What follows belongs to an exercise in optimizing a design on an open flow for small area and few clock cycles; a production flow would make more cautious choices. Only simulation tests tie the RTL to the original design; equivalence was not proved.

==> module lae_control, before the edit <==
module  lae_control  ( start , ck , Ain, Min, last, init, getdata, getdata0, outc, final_o, rcon ) ;
input   start ;
input   Ain ;
input   Min ;
input   last ;
input   ck ;  
output    init;
output    getdata;
output    getdata0;
output    outc;
output    final_o;
output    [4:0] rcon;
reg     [3:0]  cnt;
reg     first;    
reg     fin;      
always  @ ( posedge ck  ) begin
  if (start) begin
    cnt   <= 4'd1;
    first <= 1'b1;
    fin   <= 1'b0;
  end else if (first) begin
    cnt   <= cnt + 4'd1;
    if (cnt == 4'd15) first <= 1'b0;
  end else if (fin) begin
    if (cnt != 4'd15) cnt <= cnt + 4'd1;
  end else if (last) begin
    fin   <= 1'b1;
    cnt   <= 4'd1;
  end
end
assign  init    = start;
assign  getdata = ~first & ~fin;
assign  getdata0= 1'b0;
assign  rcon    = {1'b0, cnt & {4{~start}}};
assign  outc    = Min;
assign  final_o = fin & (cnt == 4'd14);
endmodule
==> module lae_comb, before the edit <==
module  lae_comb  (ck, inp1, inp2, inp3, inp4, key1, key2, key3, key4, nonce, init, getdata, getdata0, outc, final_o, rcon, c1, c2, c3, c4, T1, T2, T3, T4 ) ;
input ck;
input    [9:0]  inp1;
input    [9:0]  inp2;
input    [9:0]  inp3;
input    [9:0]  inp4;
input    [79:0]  key1;
input    [79:0]  key2;
input    [79:0]  key3;
input    [79:0]  key4;
input    [39:0]  nonce;
input    init;
input    getdata;
input    getdata0;
input    outc;
input    final_o;
input    [4:0] rcon;
output  [9:0]   c1;
output  [9:0]   c2;
output  [9:0]   c3;
output  [9:0]   c4;
output  [79:0]  T1;
output  [79:0]  T2;
output  [79:0]  T3;
output  [79:0]  T4;
reg   [159:0] state1;
reg   [159:0] state2;
reg   [159:0] state3;
reg   [159:0] state4;
wire  [159:0] sbin1;
wire  [159:0] sbin2;
wire  [159:0] sbin3;
wire  [159:0] sbin4;
wire  [159:0] sbout1;
wire  [159:0] sbout2;
wire  [159:0] sbout3;
wire  [159:0] sbout4;
wire  [159:0] shrow1;
wire  [159:0] shrow2;
wire  [159:0] shrow3;
wire  [159:0] shrow4;
wire  [159:0] mcout1;
wire  [159:0] mcout2;
wire  [159:0] mcout3;
wire  [159:0] mcout4;
assign sbin1 = init ? {key1, nonce, 40'd0} : getdata ? state1^{inp1[9:5], 15'd0, inp1[4:0], 134'd0} : state1;
assign sbin2 = init ? {key2, 40'd0, 40'd0} : getdata ? state2^{inp2[9:5], 15'd0, inp2[4:0], 134'd0} : state2;
assign sbin3 = init ? {key3, 40'd0, 40'd0} : getdata ? state3^{inp3[9:5], 15'd0, inp3[4:0], 134'd0} : state3;
assign sbin4 = init ? {key4, 40'd0, 40'd0} : getdata ? state4^{inp4[9:5], 15'd0, inp4[4:0], 134'd0} : state4;
sbox_state sb(.a1(sbin1), .a2(sbin2), .a3(sbin3), .a4(sbin4), .y1(sbout1), .y2(sbout2), .y3(sbout3), .y4(sbout4));
assign shrow1={sbout1[159:155], sbout1[134:130], sbout1[109:105], sbout1[4:0], sbout1[139:135], sbout1[114:110], sbout1[89:85], sbout1[144:140], sbout1[119:115], sbout1[94:90], sbout1[69:65], sbout1[124:120], sbout1[99:95], sbout1[74:70], sbout1[49:45], sbout1[104:100], sbout1[79:75], sbout1[54:50], sbout1[29:25], sbout1[84:80], sbout1[59:55], sbout1[34:30], sbout1[9:5], sbout1[64:60], sbout1[39:35], sbout1[14:10], sbout1[149:145], sbout1[44:40], sbout1[19:15], sbout1[154:150], sbout1[129:125], sbout1[24:20]};
assign shrow2={sbout2[159:155], sbout2[134:130], sbout2[109:105], sbout2[4:0], sbout2[139:135], sbout2[114:110], sbout2[89:85], sbout2[144:140], sbout2[119:115], sbout2[94:90], sbout2[69:65], sbout2[124:120], sbout2[99:95], sbout2[74:70], sbout2[49:45], sbout2[104:100], sbout2[79:75], sbout2[54:50], sbout2[29:25], sbout2[84:80], sbout2[59:55], sbout2[34:30], sbout2[9:5], sbout2[64:60], sbout2[39:35], sbout2[14:10], sbout2[149:145], sbout2[44:40], sbout2[19:15], sbout2[154:150], sbout2[129:125], sbout2[24:20]};
assign shrow3={sbout3[159:155], sbout3[134:130], sbout3[109:105], sbout3[4:0], sbout3[139:135], sbout3[114:110], sbout3[89:85], sbout3[144:140], sbout3[119:115], sbout3[94:90], sbout3[69:65], sbout3[124:120], sbout3[99:95], sbout3[74:70], sbout3[49:45], sbout3[104:100], sbout3[79:75], sbout3[54:50], sbout3[29:25], sbout3[84:80], sbout3[59:55], sbout3[34:30], sbout3[9:5], sbout3[64:60], sbout3[39:35], sbout3[14:10], sbout3[149:145], sbout3[44:40], sbout3[19:15], sbout3[154:150], sbout3[129:125], sbout3[24:20]};
assign shrow4={sbout4[159:155], sbout4[134:130], sbout4[109:105], sbout4[4:0], sbout4[139:135], sbout4[114:110], sbout4[89:85], sbout4[144:140], sbout4[119:115], sbout4[94:90], sbout4[69:65], sbout4[124:120], sbout4[99:95], sbout4[74:70], sbout4[49:45], sbout4[104:100], sbout4[79:75], sbout4[54:50], sbout4[29:25], sbout4[84:80], sbout4[59:55], sbout4[34:30], sbout4[9:5], sbout4[64:60], sbout4[39:35], sbout4[14:10], sbout4[149:145], sbout4[44:40], sbout4[19:15], sbout4[154:150], sbout4[129:125], sbout4[24:20]};
mcol_state  mc1(.a(shrow1), .y(mcout1) );
mcol_state  mc2(.a(shrow2), .y(mcout2) );
mcol_state  mc3(.a(shrow3), .y(mcout3) );
mcol_state  mc4(.a(shrow4), .y(mcout4) );
wire  [159:0] next1 = mcout1^{rcon, 155'd0};
always  @ ( posedge ck ) state1  <=  next1 ;
always  @ ( posedge ck ) state2  <=  mcout2 ;
always  @ ( posedge ck ) state3  <=  mcout3 ;
always  @ ( posedge ck ) state4  <=  mcout4 ;
assign c1=outc ? state1[159:150]^inp1 : 10'd0;
assign c2=outc ? state2[159:150]^inp2 : 10'd0;
assign c3=outc ? state3[159:150]^inp3 : 10'd0;
assign c4=outc ? state4[159:150]^inp4 : 10'd0;
assign T1=final_o ? next1[159:80] : 80'd0;
assign T2=final_o ? mcout2[159:80] : 80'd0;
assign T3=final_o ? mcout3[159:80] : 80'd0;
assign T4=final_o ? mcout4[159:80] : 80'd0;
endmodule
==> flow/config.mk <==
export PLATFORM = sky130hd
export DESIGN_NAME = lae
export DESIGN_NICKNAME = lae
export VERILOG_FILES = /design/flow/design.v
export SDC_FILE = /design/flow/constraint.sdc
export NUM_CORES = 4
export LEC_CHECK = 0
export CAP_MARGIN = 20
export CORE_MARGIN = 2
export CORE_UTILIZATION = 40
export SLEW_MARGIN = 20
==> flow/constraint.sdc <==
create_clock -name core_clock -period 6.0 [get_ports {ck}]
set_input_delay 1.2000 -clock core_clock [delete_from_list [all_inputs] [get_ports {ck}]]
set_output_delay 1.2000 -clock core_clock [all_outputs]
set_load 0.01 [all_outputs]
run.sh (not shown) runs the stock make flow with config.mk's settings and CLKGATE_MAP_FILE= SYNTH_SCRIPT=/design/flow/synth_recipe.tcl, a recipe that flattens the netlist after the stock synthesis.
The first run ran to the end with violations: negative setup slack.
Testbench counts at the start, summed over its fixed seeds: cycles 14,933.
Next try:
--- a/flow/design.v
+++ b/flow/design.v
@@ -242,28 +242,14 @@
 output    final_o;
 output    [4:0] rcon;
-reg     [3:0]  cnt;
-reg     first;    
-reg     fin;      
-always  @ ( posedge ck  ) begin
-  if (start) begin
-    cnt   <= 4'd1;
-    first <= 1'b1;
-    fin   <= 1'b0;
-  end else if (first) begin
-    cnt   <= cnt + 4'd1;
-    if (cnt == 4'd15) first <= 1'b0;
-  end else if (fin) begin
-    if (cnt != 4'd15) cnt <= cnt + 4'd1;
-  end else if (last) begin
-    fin   <= 1'b1;
-    cnt   <= 4'd1;
-  end
-end
-assign  init    = start;
-assign  getdata = ~first & ~fin;
-assign  getdata0= 1'b0;
-assign  rcon    = {1'b0, cnt & {4{~start}}};
-assign  outc    = Min;
-assign  final_o = fin & (cnt == 4'd14);
+reg     [3:0]  round_ps;
+reg     first;
+always  @ ( posedge ck  )  round_ps  <= start ? 0 : (first || last) ? round_ps+1 : round_ps;
+always  @ ( posedge ck  )  first <= start ? 1 : (round_ps==15) ? 0 : first;
+assign  init   =  (first&&round_ps==0) ;
+assign getdata = (~first&& round_ps==0) ? 1 : 0;
+assign getdata0= first && round_ps==0&&Ain;
+assign rcon={1'b0, round_ps};
+assign outc=Min;
+assign final_o= (last&&round_ps==15);
 endmodule
 module  lae_comb  (ck, inp1, inp2, inp3, inp4, key1, key2, key3, key4, nonce, init, getdata, getdata0, outc, final_o, rcon, c1, c2, c3, c4, T1, T2, T3, T4 ) ;
@@ -312,8 +298,8 @@
 wire  [159:0] mcout3;
 wire  [159:0] mcout4;
-assign sbin1 = init ? {key1, nonce, 40'd0} : getdata ? state1^{inp1[9:5], 15'd0, inp1[4:0], 134'd0} : state1;
-assign sbin2 = init ? {key2, 40'd0, 40'd0} : getdata ? state2^{inp2[9:5], 15'd0, inp2[4:0], 134'd0} : state2;
-assign sbin3 = init ? {key3, 40'd0, 40'd0} : getdata ? state3^{inp3[9:5], 15'd0, inp3[4:0], 134'd0} : state3;
-assign sbin4 = init ? {key4, 40'd0, 40'd0} : getdata ? state4^{inp4[9:5], 15'd0, inp4[4:0], 134'd0} : state4;
+assign sbin1 = init ? {key1, nonce, 40'd0} : getdata0 ? state1^{inp1[9:5], key1[79:65], inp1[4:0], key1[64:0], 30'd0} : getdata ? state1^{inp1[9:5], 15'd0, inp1[4:0], 134'd0} : state1;
+assign sbin2 = init ? {key2, 40'd0, 40'd0} : getdata0 ? state2^{inp2[9:5], key2[79:65], inp2[4:0], key2[64:0], 30'd0} : getdata ? state2^{inp2[9:5], 15'd0, inp2[4:0], 134'd0} : state2;
+assign sbin3 = init ? {key3, 40'd0, 40'd0} : getdata0 ? state3^{inp3[9:5], key3[79:65], inp3[4:0], key3[64:0], 30'd0} : getdata ? state3^{inp3[9:5], 15'd0, inp3[4:0], 134'd0} : state3;
+assign sbin4 = init ? {key4, 40'd0, 40'd0} : getdata0 ? state4^{inp4[9:5], key4[79:65], inp4[4:0], key4[64:0], 30'd0} : getdata ? state4^{inp4[9:5], 15'd0, inp4[4:0], 134'd0} : state4;
 sbox_state sb(.a1(sbin1), .a2(sbin2), .a3(sbin3), .a4(sbin4), .y1(sbout1), .y2(sbout2), .y3(sbout3), .y4(sbout4));
 assign shrow1={sbout1[159:155], sbout1[134:130], sbout1[109:105], sbout1[4:0], sbout1[139:135], sbout1[114:110], sbout1[89:85], sbout1[144:140], sbout1[119:115], sbout1[94:90], sbout1[69:65], sbout1[124:120], sbout1[99:95], sbout1[74:70], sbout1[49:45], sbout1[104:100], sbout1[79:75], sbout1[54:50], sbout1[29:25], sbout1[84:80], sbout1[59:55], sbout1[34:30], sbout1[9:5], sbout1[64:60], sbout1[39:35], sbout1[14:10], sbout1[149:145], sbout1[44:40], sbout1[19:15], sbout1[154:150], sbout1[129:125], sbout1[24:20]};
@@ -325,6 +311,5 @@
 mcol_state  mc3(.a(shrow3), .y(mcout3) );
 mcol_state  mc4(.a(shrow4), .y(mcout4) );
-wire  [159:0] next1 = mcout1^{rcon, 155'd0};
-always  @ ( posedge ck ) state1  <=  next1 ;
+always  @ ( posedge ck ) state1  <=  mcout1^{rcon, 155'd0} ;
 always  @ ( posedge ck ) state2  <=  mcout2 ;
 always  @ ( posedge ck ) state3  <=  mcout3 ;
@@ -334,8 +319,8 @@
 assign c3=outc ? state3[159:150]^inp3 : 10'd0;
 assign c4=outc ? state4[159:150]^inp4 : 10'd0;
-assign T1=final_o ? next1[159:80] : 80'd0;
-assign T2=final_o ? mcout2[159:80] : 80'd0;
-assign T3=final_o ? mcout3[159:80] : 80'd0;
-assign T4=final_o ? mcout4[159:80] : 80'd0;
+assign T1=final_o ? state1[159:80] : 80'd0;
+assign T2=final_o ? state2[159:80] : 80'd0;
+assign T3=final_o ? state3[159:80] : 80'd0;
+assign T4=final_o ? state4[159:80] : 80'd0;
 endmodule
 module  lae  ( start , inp1, inp2, inp3, inp4, key1, key2, key3, key4, nonce, Ain, Min, last, ck , outc, cout1, cout2, cout3, cout4, final_o, Tout1, Tout2, Tout3, Tout4, getdata) ;
This time the run completed without violations; worst setup slack gains 0.78 ns; hold slack loses 0.0041 ns; non-clock buffer count goes down by 1552; utilization goes down by 7.4 points; routed wire length goes down by 8.1%; clock-buffer cell count goes down by 5; global-route usage goes down by 0.48 points; clock skew goes down by 0.027 ns; cell area goes down by 19%; area after synthesis goes down by about 6%; via count goes down by about 13%.
Testbench counts after the change, summed over its fixed seeds: cycles 15,573.

==> separate check: timing with driven ports <==
In the flow no input, the clock included, has a driving cell. The finished layouts below were timed again as built, in two steps.
Step 1: set_driving_cell puts a clkbuf_16 on ck and a buf_2 on each other input, an assumption about the parent block.
Step 2 moves the port delays by t, midway between the first and last clock arrival at a register: inputs arrive t later, outputs are due t later. That takes back most of the time a late clock gives input paths.
Slacks: ideal ports / drivers / drivers and shift; pairs: ideal ports / drivers.
run	t (ns)	setup slack, ns	hold slack, ns	worst data-port slew with drivers (ns)
the first run	0.826	-0.142 / -0.241 / -0.305	0.536 / 0.536 / 0.536	0.23
the second run	0.798	0.638 / 0.551 / 0.844	0.532 / 0.532 / 0.532	0.21
The setup slack of the first run, which loses most, moves by -0.099 ns with the drivers and by -0.163 ns with both steps.
